What follows belongs to an exercise in optimizing a design on an open flow for small area; a production flow would make more cautious choices. In this exercise RTL edits were held to simulation tests only and were not proved equivalent to the original. No driver is modelled on the clock port, so clock power and skew are understated where the tree is cut down; a real chip needs a root buffer or a tree.

==> flow/design.v <==
module traffic_light_controller(
  input clk, reset, e_str_sensor, w_str_sensor, e_left_sensor,
        w_left_sensor, ns_sensor,
  output logic [1:0] e_str_light, w_str_light, e_left_light, w_left_light, ns_light);
  logic [3:0] t;
  logic [2:0] ph;
  wire a = e_str_sensor, b = w_str_sensor, c = e_left_sensor, d = w_left_sensor, n = ns_sensor;
  wire own  = (~ph[1] & ~ph[2] & a) | (~ph[0] & ~ph[2] & b) | (ph[0] & c) | (ph[1] & ph[2] & c) | (ph[1] & d) | (~ph[1] & ph[2] & n);
  wire conf = (ph[1] & a) | (ph[2] & a) | (ph[0] & b) | (ph[2] & b) | (~ph[1] & d) | (~ph[2] & n) | (ph[1] & n) | (~ph[0] & ~ph[2] & c) | (~ph[0] & ~ph[1] & c);
  wire anys = a | b | c | d | n;
  wire ish  = (~t[2] & ~t[3]);
  wire tn0 = ~((~t[1] & ~t[2]) | (~t[1] & ~t[3] & ~conf) | (t[0] & t[1]) | (~t[3] & ~own) | (t[0] & ~own) | (t[0] & ~t[3]) | (reset));
  wire tn1 = ~((~t[2] & ~t[3]) | (t[0] & t[1] & t[3]) | (~t[0] & ~t[3] & own) | (t[0] & t[3] & own) | (reset));
  wire tn2 = (t[0] & t[1] & ~t[3] & ~reset) | (t[0] & t[1] & ~t[2] & ~reset) | (~t[0] & t[2] & t[3] & ~reset) | (~t[3] & own & ~reset) | (~t[2] & ~t[3] & anys & ~reset);
  wire tn3 = ~((~t[2] & ~t[3]) | (~t[0] & ~t[1] & t[2] & t[3]) | (t[0] & t[1] & t[2] & t[3]) | (~t[1] & ~t[3] & own) | (reset));
  wire pn0 = ~((~ph[0] & ~ish) | (ph[0] & ish) | (ph[1] & ~ph[2]) | (ph[2] & a) | (ph[2] & b) | (ph[1] & n) | (reset) | (~a & ~c & ish));
  wire pn1 = ~((~ph[1] & ~ish) | (ph[1] & ~c & ~d & ish) | (~ph[0] & ~ph[1] & c) | (~ph[0] & ~ph[1] & a) | (ph[2] & a & ish) | (ph[2] & b & ish) | (ph[2] & c & ish) | (ph[1] & ph[2] & n & ish) | (reset) | (~b & ~c & ~d & ish));
  wire pn2 = (ph[2] & ~ish) | (~a & ~b & ~c & ~d & ish) | (ph[0] & ~b & c & ~d & ish) | (ph[1] & ~ph[2] & c & ish) | (ph[1] & ~ph[2] & d & ish) | (ph[0] & ~b & ~d & n & ish) | (ph[1] & n & ish) | (reset);
  always_ff @(posedge clk) begin
    t  <= {tn3, tn2, tn1, tn0};
    ph <= {pn2, pn1, pn0};
  end
  assign e_str_light = {~((~t[2] & ~t[3]) | (t[1] & t[2] & t[3]) | (ph[1]) | (ph[2])), (t[1] & t[2] & t[3] & ~ph[1] & ~ph[2])};
  assign w_str_light = {~((~t[2] & ~t[3]) | (t[1] & t[2] & t[3]) | (ph[0]) | (ph[2])), (t[1] & t[2] & t[3] & ~ph[0] & ~ph[2])};
  assign e_left_light = {~((~t[2] & ~t[3]) | (t[1] & t[2] & t[3]) | (~ph[0] & ~ph[2]) | (~ph[0] & ~ph[1])), (t[1] & t[2] & t[3] & ph[1] & ph[2]) | (t[1] & t[2] & t[3] & ph[0])};
  assign w_left_light = {~((~ph[1]) | (~t[2] & ~t[3]) | (t[1] & t[2] & t[3])), (t[1] & t[2] & t[3] & ph[1])};
  assign ns_light = {~((~ph[2]) | (~t[2] & ~t[3]) | (t[1] & t[2] & t[3]) | (ph[1])), (t[1] & t[2] & t[3] & ~ph[1] & ph[2])};
endmodule
==> flow/config.mk <==
export PLATFORM = sky130hd
export DESIGN_NAME = traffic_light_controller
export DESIGN_NICKNAME = traffic_light_controller
export VERILOG_FILES = /design/flow/design.v
export SDC_FILE = /design/flow/constraint.sdc
export NUM_CORES = 4
export LEC_CHECK = 0
export CAP_MARGIN = 20
export CORE_AREA = 5 5 65 65
export DIE_AREA = 0 0 70 70
export PLACE_DENSITY = 0.7
export SLEW_MARGIN = 20
==> flow/constraint.sdc <==
create_clock -name core_clock -period 10.0 [get_ports {clk}]
set_input_delay 2.0000 -clock core_clock [delete_from_list [all_inputs] [get_ports {clk}]]
set_output_delay 2.0000 -clock core_clock [all_outputs]
set_load 0.01 [all_outputs]
standard.sh (not shown) runs the stock make flow with config.mk's settings and CLKGATE_MAP_FILE= SYNTH_SCRIPT=/design/flow/synth_recipe.tcl, a recipe that flattens the netlist after the stock synthesis.
==> flow/flow/run.sh <==
#!/bin/bash
# The standard ORFS layout, except:
#  - synthesis is the standard one (synth_recipe.tcl and ORFS's synth.tcl, same registers and
#    names) but ABC maps the logic for area (flow/area.abc: deepsyn, then area-oriented
#    mapping) instead of with ORFS's speed script; the design has several ns of slack;
#  - the port buffers use the smallest buffer cell (sky130_fd_sc_hd__buf_1) rather than the
#    one buffer_ports picks by default;
#  - after placement, logic cells are resized to the smallest cell of their family and the
#    clock tree is a single clock buffer driving every flip-flop (flow/cts.tcl), in place of
#    ORFS's cts step, which builds a root buffer and two leaf buffers for these few flops.
# Each tool's output goes to a log file of its own in this folder.
set -euo pipefail
W="$PWD"
mkdir -p synth_area
sed "s|  log_cmd abc {\*}\$abc_args|  log_cmd abc {*}[lreplace \$abc_args 1 1 $W/flow/area.abc]|" \
  "$FLOW_HOME/scripts/synth.tcl" > synth_area/synth.tcl
grep -q "flow/area.abc" synth_area/synth.tcl
sed "s|source \$::env(SCRIPTS_DIR)/synth.tcl|source $W/synth_area/synth.tcl|" synth_recipe.tcl \
  > synth_area/synth_recipe_area.tcl
grep -q "synth_area/synth.tcl" synth_area/synth_recipe_area.tcl
SY="SYNTH_SCRIPT=$W/synth_area/synth_recipe_area.tcl"
BP='BUFFER_PORTS_ARGS=-buffer_cell sky130_fd_sc_hd__buf_1'
bash standard.sh "$SY" "$BP" place > orfs_synth_place.log 2>&1
export RESULTS="$W/orfs/results/$FLOW_PLATFORM/traffic_light_controller/base"
export CLKBUF_CELL=sky130_fd_sc_hd__clkbuf_4
export CLK_PORT=clk
openroad -no_init -exit flow/cts.tcl > openroad_cts.log 2>&1
bash standard.sh "$SY" "$BP" finish > orfs_finish.log 2>&1
==> flow/flow/area.abc <==
strash
&get -n
&deepsyn -T 20 -S 1
&dch -f
&nf -R 1000
&put
topo
Other scripts of this flow, unchanged in this note and not shown: flow/flow/cts.tcl
Next try:
--- a/flow/flow/run.sh
+++ b/flow/flow/run.sh
@@ -2,6 +2,7 @@
 # The standard ORFS layout, except:
 #  - synthesis is the standard one (synth_recipe.tcl and ORFS's synth.tcl, same registers and
-#    names) but ABC maps the logic for area (flow/area.abc: deepsyn, then area-oriented
-#    mapping) instead of with ORFS's speed script; the design has several ns of slack;
+#    names) but ABC maps the logic for area (flow/abc_best.tcl: deepsyn with a few seeds, then
+#    area-oriented mapping, keeping the smallest) instead of with ORFS's speed script; the
+#    design has several ns of slack;
 #  - the port buffers use the smallest buffer cell (sky130_fd_sc_hd__buf_1) rather than the
 #    one buffer_ports picks by default;
@@ -13,7 +14,8 @@
 W="$PWD"
 mkdir -p synth_area
-sed "s|  log_cmd abc {\*}\$abc_args|  log_cmd abc {*}[lreplace \$abc_args 1 1 $W/flow/area.abc]|" \
+export AREA_SYNTH_DIR="$W/synth_area" AREA_SEEDS="1 2 3" AREA_DEEPSYN_S=20
+sed "s|  log_cmd abc {\*}\$abc_args|  source $W/flow/abc_best.tcl; abc_best \$abc_args \$lib_args|" \
   "$FLOW_HOME/scripts/synth.tcl" > synth_area/synth.tcl
-grep -q "flow/area.abc" synth_area/synth.tcl
+grep -q "abc_best.tcl" synth_area/synth.tcl
 sed "s|source \$::env(SCRIPTS_DIR)/synth.tcl|source $W/synth_area/synth.tcl|" synth_recipe.tcl \
   > synth_area/synth_recipe_area.tcl
==> flow/flow/abc_best.tcl (new file) <==
# Maps the logic with ABC several times, each with an area script (deepsyn with another seed,
# then one of two area-oriented mappings), and keeps the smallest result.
proc abc_best { abc_args lib_args } {
  set dir $::env(AREA_SYNTH_DIR)
  design -save abc_best_start
  set best -1
  set maps [list "&nf -R 1000" "&nf -R 1000 -C 32 -F 8 -A 4"]
  foreach seed $::env(AREA_SEEDS) {
   foreach m [list 0 1] {
    design -load abc_best_start
    set script $dir/area_${seed}_$m.abc
    set f [open $script w]
    puts $f "strash\n&get -n\n&deepsyn -T $::env(AREA_DEEPSYN_S) -S $seed\n&dch -f\n[lindex $maps $m]\n&put\ntopo"
    close $f
    log_cmd abc {*}[lreplace $abc_args 1 1 $script]
    tee -q -o $dir/stat_${seed}_$m.txt stat {*}$lib_args
    set fh [open $dir/stat_${seed}_$m.txt r]
    set txt [read $fh]
    close $fh
    regexp {Chip area for module[^:]*:\s*([0-9.]+)} $txt -> area
    puts "abc_best: seed $seed mapping $m area $area"
    if { $best < 0 || $area < $best } {
      set best $area
      design -save abc_best_keep
    }
   }
  }
  design -load abc_best_keep
  puts "abc_best: kept area $best"
}
removed: flow/flow/area.abc
The new run completed without violations. Setup slack loses 18 ps. Global-route usage went up by 0.39 points. Hold slack gains 8.9 ps. Clock skew stays flat. Maximum frequency is lower by 0.52%. Cell area decreases by 0.43%. Via count goes up by 1.2%. Sequential share of layout area went up by 0.10 points. Routed wire length went up by 9.2%.
No run of this note takes its clock network from TritonCTS; it comes from the design's own scripts or RTL.

port drivers added, routing unchanged:
No port has a modelled driver above. Below, the same layouts with a new extraction and two added sets of constraints. Step 1 (the two cells are an assumption about what drives the block):
set clk [get_ports {clk}]
set_driving_cell -lib_cell sky130_fd_sc_hd__clkbuf_16 $clk
set_driving_cell -lib_cell sky130_fd_sc_hd__buf_2 [delete_from_list [all_inputs] $clk]
Step 2 adds t to the input delays and takes it off the output delays; t is the mean of the earliest and latest rising clock arrival at the registers after step 1. Input paths then give back, and output paths get back, about the clock's delay inside the block. a / b / c = no drivers / after step 1 / after step 2; a / b = the first two.
run	shift t [ns]	setup WS [ns]	worst register clock-pin slew, ns	worst slew at a driven data input, ns	pins driven straight from the clock port
the first run	0.155	6.615 / 6.597 / 6.688	0.07 / 0.07	0.03	1
the second run	0.168	6.597 / 6.579 / 6.649	0.09 / 0.09	0.03	1
After both steps setup and hold are still met in every run listed.
